Source: an optimization exercise on an open RTL-to-GDS flow (aim: small area, a short achievable clock period and few clock cycles per item). Production flows keep margins and buffers that such runs may drop.
Function was checked by simulation only, so behaviour that the tests miss may differ from the original.

<file path="design/flow/config.mk">
export PLATFORM = sky130hd
export DESIGN_NAME = bitcoin_miner
export DESIGN_NICKNAME = bitcoin_miner
export VERILOG_FILES = /design/flow/design.v
export SDC_FILE = /design/flow/constraint.sdc
export NUM_CORES = 8
export LEC_CHECK = 0
export CAP_MARGIN = 20
export CORE_MARGIN = 2
export CORE_UTILIZATION = 40
export SLEW_MARGIN = 20
</file>
<file path="design/flow/constraint.sdc">
create_clock -name core_clock -period 8.5 [get_ports {clk}]
set_input_delay 1.7000 -clock core_clock [delete_from_list [all_inputs] [get_ports {clk}]]
set_output_delay 1.7000 -clock core_clock [all_outputs]
set_load 0.01 [all_outputs]
</file>
<file path="design/flow/design.v">
module swap_endian #(
  parameter UNIT_WIDTH = 8,
  parameter UNIT_COUNT = 4
  ) (
    input wire [(UNIT_WIDTH*UNIT_COUNT)-1:0] src,
    output reg [(UNIT_WIDTH*UNIT_COUNT)-1:0] dst
  );
 integer i;
  always @* begin
    for (i = 0; i < UNIT_COUNT; i = i + 1) begin
      dst[(i * UNIT_WIDTH) +: UNIT_WIDTH] = src[((UNIT_COUNT - i) * UNIT_WIDTH - 1) -: UNIT_WIDTH];
    end
  end
endmodule
module sha256 (
  input wire clk,
  input wire rst,
  input wire [BLOCKSIZE-1:0] block,
  input wire block_valid,
  input wire [HASHSIZE-1:0] prev_hash,
  output wire [HASHSIZE-1:0] hash,
  output wire hash_valid,
  output wire ready
  );
  localparam  WORDSIZE = 32;
  localparam  BLOCKSIZE = 512;
  localparam  HASHSIZE = 256;
  reg running;
  reg [6:0] round;
  reg valid;
  reg [WORDSIZE-1:0] h_0, h_1, h_2, h_3, h_4, h_5, h_6, h_7;
  reg [WORDSIZE-1:0] reg_a, reg_b, reg_c, reg_d, reg_e, reg_f, reg_g, reg_h;
  wire [WORDSIZE-1:0] kt;
  wire [WORDSIZE-1:0] wt;
  wire req_update = ~running & block_valid;
  wire finished = (round == 64);
  assign hash = {h_0, h_1, h_2, h_3, h_4, h_5, h_6, h_7};
  assign hash_valid = valid;
  assign ready = ~running;
  always @ (posedge clk) begin
    if (rst) begin
      running <= 0;
    end else if (running) begin
      if (finished) begin
        running <= 0;
      end
    end else begin
      if (req_update) begin
        running <= 1;
      end
    end
  end
  always @ (posedge clk) begin
    if (rst) begin
      round <= 0;
    end else if (running) begin
      round <= round + 1;
    end else if (req_update) begin
      round <= 0;
    end
  end
  always @ (posedge clk) begin
    if (rst) begin
      valid <= 0;
    end else if (req_update) begin
      valid <= 0;
    end else if (finished) begin
      valid <= 1;
    end
  end
  wire [WORDSIZE-1:0] iv_0 = prev_hash[WORDSIZE*7 +: WORDSIZE];
  wire [WORDSIZE-1:0] iv_1 = prev_hash[WORDSIZE*6 +: WORDSIZE];
  wire [WORDSIZE-1:0] iv_2 = prev_hash[WORDSIZE*5 +: WORDSIZE];
  wire [WORDSIZE-1:0] iv_3 = prev_hash[WORDSIZE*4 +: WORDSIZE];
  wire [WORDSIZE-1:0] iv_4 = prev_hash[WORDSIZE*3 +: WORDSIZE];
  wire [WORDSIZE-1:0] iv_5 = prev_hash[WORDSIZE*2 +: WORDSIZE];
  wire [WORDSIZE-1:0] iv_6 = prev_hash[WORDSIZE*1 +: WORDSIZE];
  wire [WORDSIZE-1:0] iv_7 = prev_hash[WORDSIZE*0 +: WORDSIZE];
  always @ (posedge clk) begin
      if (req_update) begin
        h_0 <= iv_0;
        h_1 <= iv_1;
        h_2 <= iv_2;
        h_3 <= iv_3;
        h_4 <= iv_4;
        h_5 <= iv_5;
        h_6 <= iv_6;
        h_7 <= iv_7;
      end else if (running & finished) begin
        h_0 <= h_0 + reg_a;
        h_1 <= h_1 + reg_b;
        h_2 <= h_2 + reg_c;
        h_3 <= h_3 + reg_d;
        h_4 <= h_4 + reg_e;
        h_5 <= h_5 + reg_f;
        h_6 <= h_6 + reg_g;
        h_7 <= h_7 + reg_h;
      end
  end
  wire [WORDSIZE-1:0] t1 = reg_h + calc_sum_1(reg_e) + calc_ch(reg_e, reg_f, reg_g) + kt + wt;
  wire [WORDSIZE-1:0] t2 = calc_sum_0(reg_a) + calc_maj(reg_a, reg_b, reg_c);
  always @ (posedge clk) begin
    if (req_update) begin
      reg_a <= iv_0;
      reg_b <= iv_1;
      reg_c <= iv_2;
      reg_d <= iv_3;
      reg_e <= iv_4;
      reg_f <= iv_5;
      reg_g <= iv_6;
      reg_h <= iv_7;
    end else begin
      reg_a <= t1 + t2;
      reg_b <= reg_a;
      reg_c <= reg_b;
      reg_d <= reg_c;
      reg_e <= reg_d + t1;
      reg_f <= reg_e;
      reg_g <= reg_f;
      reg_h <= reg_g;
    end
  end
  reg [WORDSIZE*16-1:0] message;
  wire [WORDSIZE-1:0] wt_2 = message[WORDSIZE*1 +: WORDSIZE];
  wire [WORDSIZE-1:0] wt_7 = message[WORDSIZE*6 +: WORDSIZE];
  wire [WORDSIZE-1:0] wt_15 = message[WORDSIZE*14 +: WORDSIZE];
  wire [WORDSIZE-1:0] wt_16 = message[WORDSIZE*15 +: WORDSIZE];
  wire [WORDSIZE-1:0] wt_next = calc_s_sum_1(wt_2) + wt_7 + calc_s_sum_0(wt_15) + wt_16;
  assign wt = message[WORDSIZE*15 +: WORDSIZE];
  always @(posedge clk) begin
    if (req_update) begin
      message <= block;
    end else begin
      message <= {message[0 +: WORDSIZE*15], wt_next};
    end
  end
  function [WORDSIZE-1:0] calc_ch;
    input [WORDSIZE-1:0] x;
    input [WORDSIZE-1:0] y;
    input [WORDSIZE-1:0] z;
    begin
      calc_ch = (x & y) ^ (~x & z);
    end
  endfunction
  function [WORDSIZE-1:0] calc_maj;
    input [WORDSIZE-1:0] x;
    input [WORDSIZE-1:0] y;
    input [WORDSIZE-1:0] z;
    begin
      calc_maj = (x & y) ^ (x & z) ^ (y & z);
    end
  endfunction
  function [WORDSIZE-1:0] calc_sum_0;
    input [WORDSIZE-1:0] x;
    begin
      calc_sum_0 = {x[1:0], x[31:2]} ^ {x[12:0], x[31:13]} ^ {x[21:0], x[31:22]};
    end
  endfunction
  function [WORDSIZE-1:0] calc_sum_1;
    input [WORDSIZE-1:0] x;
    begin
      calc_sum_1 = {x[5:0], x[31:6]} ^ {x[10:0], x[31:11]} ^ {x[24:0], x[31:25]};
    end
  endfunction
  function [WORDSIZE-1:0] calc_s_sum_0;
    input [WORDSIZE-1:0] x;
    begin
      calc_s_sum_0 = {x[6:0], x[31:7]} ^ {x[17:0], x[31:18]} ^ (x >> 3);
    end
  endfunction
  function [WORDSIZE-1:0] calc_s_sum_1;
    input [WORDSIZE-1:0] x;
    begin
      calc_s_sum_1 = {x[16:0], x[31:17]} ^ {x[18:0], x[31:19]} ^ (x >> 10);
    end
  endfunction
  assign kt = k_table(round[5:0]);
  function [WORDSIZE-1:0] k_table;
    input [5:0] addr;
    begin
      case(addr)
        00: k_table = 32'h428a2f98;
        01: k_table = 32'h71374491;
        02: k_table = 32'hb5c0fbcf;
        03: k_table = 32'he9b5dba5;
        04: k_table = 32'h3956c25b;
        05: k_table = 32'h59f111f1;
        06: k_table = 32'h923f82a4;
        07: k_table = 32'hab1c5ed5;
        08: k_table = 32'hd807aa98;
        09: k_table = 32'h12835b01;
        10: k_table = 32'h243185be;
        11: k_table = 32'h550c7dc3;
        12: k_table = 32'h72be5d74;
        13: k_table = 32'h80deb1fe;
        14: k_table = 32'h9bdc06a7;
        15: k_table = 32'hc19bf174;
        16: k_table = 32'he49b69c1;
        17: k_table = 32'hefbe4786;
        18: k_table = 32'h0fc19dc6;
        19: k_table = 32'h240ca1cc;
        20: k_table = 32'h2de92c6f;
        21: k_table = 32'h4a7484aa;
        22: k_table = 32'h5cb0a9dc;
        23: k_table = 32'h76f988da;
        24: k_table = 32'h983e5152;
        25: k_table = 32'ha831c66d;
        26: k_table = 32'hb00327c8;
        27: k_table = 32'hbf597fc7;
        28: k_table = 32'hc6e00bf3;
        29: k_table = 32'hd5a79147;
        30: k_table = 32'h06ca6351;
        31: k_table = 32'h14292967;
        32: k_table = 32'h27b70a85;
        33: k_table = 32'h2e1b2138;
        34: k_table = 32'h4d2c6dfc;
        35: k_table = 32'h53380d13;
        36: k_table = 32'h650a7354;
        37: k_table = 32'h766a0abb;
        38: k_table = 32'h81c2c92e;
        39: k_table = 32'h92722c85;
        40: k_table = 32'ha2bfe8a1;
        41: k_table = 32'ha81a664b;
        42: k_table = 32'hc24b8b70;
        43: k_table = 32'hc76c51a3;
        44: k_table = 32'hd192e819;
        45: k_table = 32'hd6990624;
        46: k_table = 32'hf40e3585;
        47: k_table = 32'h106aa070;
        48: k_table = 32'h19a4c116;
        49: k_table = 32'h1e376c08;
        50: k_table = 32'h2748774c;
        51: k_table = 32'h34b0bcb5;
        52: k_table = 32'h391c0cb3;
        53: k_table = 32'h4ed8aa4a;
        54: k_table = 32'h5b9cca4f;
        55: k_table = 32'h682e6ff3;
        56: k_table = 32'h748f82ee;
        57: k_table = 32'h78a5636f;
        58: k_table = 32'h84c87814;
        59: k_table = 32'h8cc70208;
        60: k_table = 32'h90befffa;
        61: k_table = 32'ha4506ceb;
        62: k_table = 32'hbef9a3f7;
        63: k_table = 32'hc67178f2;
      endcase
    end
  endfunction
endmodule
module bitcoin_miner (
  input wire clk,
  input wire rst,
  input wire start,
  input wire [255:0] first_block_hash,
  input wire [127:0] second_block,
  input wire [255:0] target,
  input wire [31:0]  max_nonce,
  output reg running,
  output reg found,
  output reg [31:0] nonce
  );
  localparam  BLOCKSIZE = 512;
  localparam  HASHSIZE = 256;
  localparam  ST_IDLE  = 2'd0;
  localparam  ST_ISSUE = 2'd1;
  localparam  ST_HASH0 = 2'd2;
  localparam  ST_HASH1 = 2'd3;
  reg [1:0] state;
  reg [31:0] current_nonce_be;
  wire [31:0] current_nonce_le;
  swap_endian swap_nonce_b2l(.src(current_nonce_be),.dst(current_nonce_le));
  wire [31:0] start_nonce_le = second_block[31:0];
  wire [31:0] start_nonce_be;
  swap_endian swap_nonce_l2b(.src(start_nonce_le), .dst(start_nonce_be));
  wire [HASHSIZE-1:0] hash_0, hash_1;
  wire hash_valid_0, hash_valid_1;
  wire ready_0, ready_1;
  wire [BLOCKSIZE-1:0] block_0 = {
    second_block[127:32], current_nonce_le,
    32'h80000000, 32'h00000000, 32'h00000000, 32'h00000000,
    32'h00000000, 32'h00000000, 32'h00000000, 32'h00000000,
    32'h00000000, 32'h00000000, 32'h00000000, 32'h00000280};
  wire [BLOCKSIZE-1:0] block_1 = {
    hash_0,
    32'h80000000, 32'h00000000, 32'h00000000, 32'h00000000,
    32'h00000000, 32'h00000000, 32'h00000000, 32'h00000100};
  wire [HASHSIZE-1:0] prev_hash_0 = first_block_hash;
  wire [HASHSIZE-1:0] prev_hash_1 = {
    32'h6a09e667, 32'hbb67ae85, 32'h3c6ef372, 32'ha54ff53a,
    32'h510e527f, 32'h9b05688c, 32'h1f83d9ab, 32'h5be0cd19};
  wire block_valid_0 = (state == ST_ISSUE);
  wire block_valid_1 = (state == ST_HASH0) & hash_valid_0;
  sha256 sha256_0 (
    .clk(clk),
    .rst(rst),
    .block_valid(block_valid_0),
    .block(block_0),
    .prev_hash(prev_hash_0),
    .hash(hash_0),
    .hash_valid(hash_valid_0),
    .ready(ready_0));
  sha256 sha256_1 (
    .clk(clk),
    .rst(rst),
    .block_valid(block_valid_1),
    .block(block_1),
    .prev_hash(prev_hash_1),
    .hash(hash_1),
    .hash_valid(hash_valid_1),
    .ready(ready_1));
  wire [HASHSIZE-1:0] hash_sw;
  swap_endian #(.UNIT_WIDTH(8),
                .UNIT_COUNT(HASHSIZE/8)) swap_hash(.src(hash_1),
                                                   .dst(hash_sw));
  wire nonce_end_flag = (current_nonce_be == max_nonce);
  wire found_flag = (hash_sw <= target);
  always @ (posedge clk) begin
    if (rst) begin
      running <= 0;
      found <= 0;
      state <= ST_IDLE;
    end else begin
      case (state)
        ST_IDLE: begin
          if (start) begin
            running <= 1;
            found <= 0;
            current_nonce_be <= start_nonce_be;
            nonce <= start_nonce_be;
            state <= ST_ISSUE;
          end
        end
        ST_ISSUE: begin
          if (ready_0) begin
            state <= ST_HASH0;
          end
        end
        ST_HASH0: begin
          if (hash_valid_0 & ready_1) begin
            state <= ST_HASH1;
          end
        end
        ST_HASH1: begin
          if (hash_valid_1) begin
            nonce <= current_nonce_be;
            found <= found_flag;
            if (nonce_end_flag || found_flag) begin
              running <= 0;
              state <= ST_IDLE;
            end else begin
              current_nonce_be <= current_nonce_be + 1;
              state <= ST_ISSUE;
            end
          end
        end
      endcase
    end
  end
endmodule
</file>
<file path="design/flow/run.sh">
#!/bin/bash
# synth_recipe.tcl (not shown) runs the flow's synth.tcl, then flattens the netlist and writes it again
# the make line also repeats each setting of config.mk as NAME=value (left out here)
make -C /OpenROAD-flow-scripts/flow DESIGN_CONFIG=/design/flow/config.mk WORK_HOME=/design/flow/orfs CLKGATE_MAP_FILE= SYNTH_SCRIPT=/design/flow/synth_recipe.tcl finish
</file>
==> summary.txt <==
Status
  – Status: no timing/DRC/antenna violations

Floorplan
  – # IOs: 709
  – Core Rows: 207
  – Die Ht: 570 um
  – Die ar.: 325,000 um2
  – Core Area: 318,000 um2
  – Initial Utilization: 40.2%
  – Die Span X: 570 um

Detailed routing
  – DR WL/cell: 24.3 um
  – Remaining DRCs: 0
  – Vias per cell: 5.49
  – DRT iter0 DRCs: 10,900
  – Remaining antenna violation count: 0
  – DR pass1 iterations: 6
  – Total vias in the final route: 106,000
  – Final WL: 469,000 um

Setup path
  – CP endpoint kind: flop
  – Worst EP required: 9300 ps
  – Critical path destination: sha256_0.reg_a[31]
  – Kind of critical path: reg -> reg
  – Reg2reg end: sha256_0.reg_a[31]
  – Reg2Reg Launch Point: sha256_0.reg_e[11]
  – Flop2flop setup slack: 450 ps
  – Crit path DAT: 8860 ps
  – CP Launch Type: flop
  – Critical path's largest stage delay: 550 ps
  – Maximum fanout along the worst path: 6
  – CP dominant cell by count: fa_1
  – Worst reg2reg path depth: 30
  – Max stage delay cell, worst path: dfxtp_1
  – CP Launch Point: sha256_0.reg_e[11]

Cells and area
  – Share of cells above drive strength 1: 4.52%
  – Synth-to-Final Area Change: 15.2%
  – Post-layout nets: 17,000
  – Fill count: 30,800
  – Post-route insts no fill: 19,300
  – Multi-input logic area: 75,400 um2
  – Biggest regs: sha256_0.message (512), sha256_1.message (512)
  – Sequential Area: 47,200 um2
  – Commonest non-fill, non-tap cells in the layout: 2,349 x nand2_1, 1,878 x dfxtp_1, 1,041 x ha_1
  – Most common cell after layout, fill and taps aside: nand2_1
  – Final instance area: 147,000 um2

Global routing
  – Routing usage on met3: 4.23%
  – GRT busiest layer: met2
  – Pin count of the biggest net entering global routing: 230
  – Vias in the first global route: 99,500
  – GR Util All Layers: 27.9%
  – Met1 Usage GRT: 37.6%
  – Grt ovf: 0
  – First-pass GRT wire length: 670,000 um
  – Initial antenna violation count: 33
  – Routing usage on met2: 44.2%

Logic synthesis
  – Synth warn: 4
  – Mapped Area: 128,000 um2
  – Mean Syn Cell Area: 8.83 um2
  – Seq/Total Area, Yosys: 36.9%
  – Distinct cells, synth: 103
  – FFs w/ async S/R, synth: 0%
  – Number of synthesized register bits: 2,198
  – Predominant post-synthesis flop cell: dfxtp_1
  – Post-synth EDFFs: 320
  – Mapped Cells: 14,500
  – Syn_nets: 16,600

Placed design
  – Placed insts: 18,900
  – Post-Place Worst Slack: 361 ps
  – IO buf count: 708
  – Hpwl dp: 368,000 um
  – GP Congestion: 0.992
  – Post-DP Area: 139,000 um2

Worst hold path
  – Hold Path Class: reg -> reg

STA
  – Fin. max-slew vios: 0
  – Final setup fails: 0
  – Hold slack: 389 ps
  – Worst-margin pin slew: 1190 ps
  – Max Clock Skew: 81.4 ps
  – Crit share post-route: 94.8%
  – Final hold vios: 0
  – Tmin final: 8050 ps
  – Slew headroom: 20.2%
  – Fmax: 124 MHz
  – Setup slack after layout: 446 ps

Clock tree
  – Num CTS Buffers: 239
  – H-tree depth: 4
  – Clock slew at reported path FFs: 60 ps
  – CTS tree: done
  – Clock sink total: 2,198
  – Worst-Skew Late Latency: 950 ps
  – Clock root buffer master: clkbuf_16
  – Max Root-Sink Buffers: 4
  – Hold Buf Count CTS: 0

Run
  – Max-Cap Viols: 0
==> final cells by class <==
class / instances / area share (%)
antenna: 15 / 0.0255
clock buffer: 317 / 4.64
clock inverter: 128 / 0.976
inverter: 839 / 2.14
multi-input combinational: 10800 / 51.1
sequential: 2198 / 32.0
tap: 4180 / 3.55
timing repair buffer: 830 / 5.54
==> kinds of logic after synthesis <==
logic type	share of synthesized area, %
compound gates	15.6
xor+xnor	8.29
fa+ha+maj	16.6
buf+inv	4.34
flops	36.9
mux	0.909
simple gates	17.4
==> metrics by stage <==
stage | TNS, ps | util, %
finish | 0 | 46.3
global route | -1.72 | 46.3
CTS | 0 | 46.3
floorplan | 0 | -
global placement | 0 | 43.7
detailed placement | 0 | 43.7
==> synthesized netlist by cell type (276+ instances only) <==
cell type,number,share of area [%]
o21ai_0,877,3.4
a21oi_1,866,3.4
nand3_1,276,1.1
xor2_1,418,2.9
ha_1,1042,10
dfxtp_1,1878,29
a21o_1,433,2.5
inv_1,833,2.4
and2_1,337,1.6
clkbuf_1,589,1.7
edfxtp_1,320,7.5
nor2b_1,454,2.2
nand2_1,2354,6.9
nor2_1,605,1.8
xnor2_1,789,5.4
fa_1,390,6.1
==> layer usage <==
layer	share of wire [%]	vias to the layer above
met1	43	50600
met5	0.014	-
li1	-	50300
met4	4.7	10
met2	44	4343
met3	7.9	793
==> critical path: cells and delay by family, from the launching register on <==
family | cells | cell delay [ps]
AO/OA/AOI/OAI | 10 | 2100
XOR/XNOR | 4 | 1070
adder cells (fa/ha/maj) | 7 | 2740
buffers and inverters | 1 | 40
flip-flops | 1 | 550
AND/OR/NAND/NOR | 8 | 1420
==> repair_timing <==
| action | 4_1_cts | 5_1_grt |
|---|---|---|
| setup endpoints to repair | 0 | 4 |
| hold endpoints to repair | 0 | 0 |
| setup buffers | 0 | 0 |
| gates resized for setup | 0 | 4 |
==> worst min path at each step <==
stage                          startpoint                    end  slack [ps]  cells after the start
floorplan           sha256_0.message[351]  sha256_0.message[383]         390                      1
global placement    sha256_0.message[351]  sha256_0.message[383]         400                      1
detailed placement  sha256_0.message[374]  sha256_0.message[406]         410                      2
CTS                  sha256_1.message[78]  sha256_1.message[110]         390                      1
global route        sha256_1.message[180]  sha256_1.message[212]         410                      1
finish              sha256_1.message[119]  sha256_1.message[151]         390                      1
Testbench counts, summed over its fixed seeds: cycles 251,011, nonces 1,887.

==> what the ideal ports hide <==
The results above use ideal ports. As a check the final layout listed here was re-extracted and re-timed, cells and wires unchanged. Step 1: set_driving_cell puts a clkbuf_16 on clk and a buf_2 on each other input, an assumption about the parent block. Step 2 also shifts input and output timing later by t, the mid clock arrival at the registers, as if the neighbouring blocks saw the same clock. Slacks: ideal ports / drivers / drivers and shift; pairs: ideal ports / drivers.
t, ns: 1.014
setup WS [ns]: 0.446 / 0.446 / 0.446
hold slack, ns: 0.389 / 0.389 / 0.389
clock arrival spread, ns: 0.097 / 0.097
After both steps this run still meets setup and hold. The setup slack of this run moves by 0.000 ns with the drivers and by 0.000 ns with both steps.
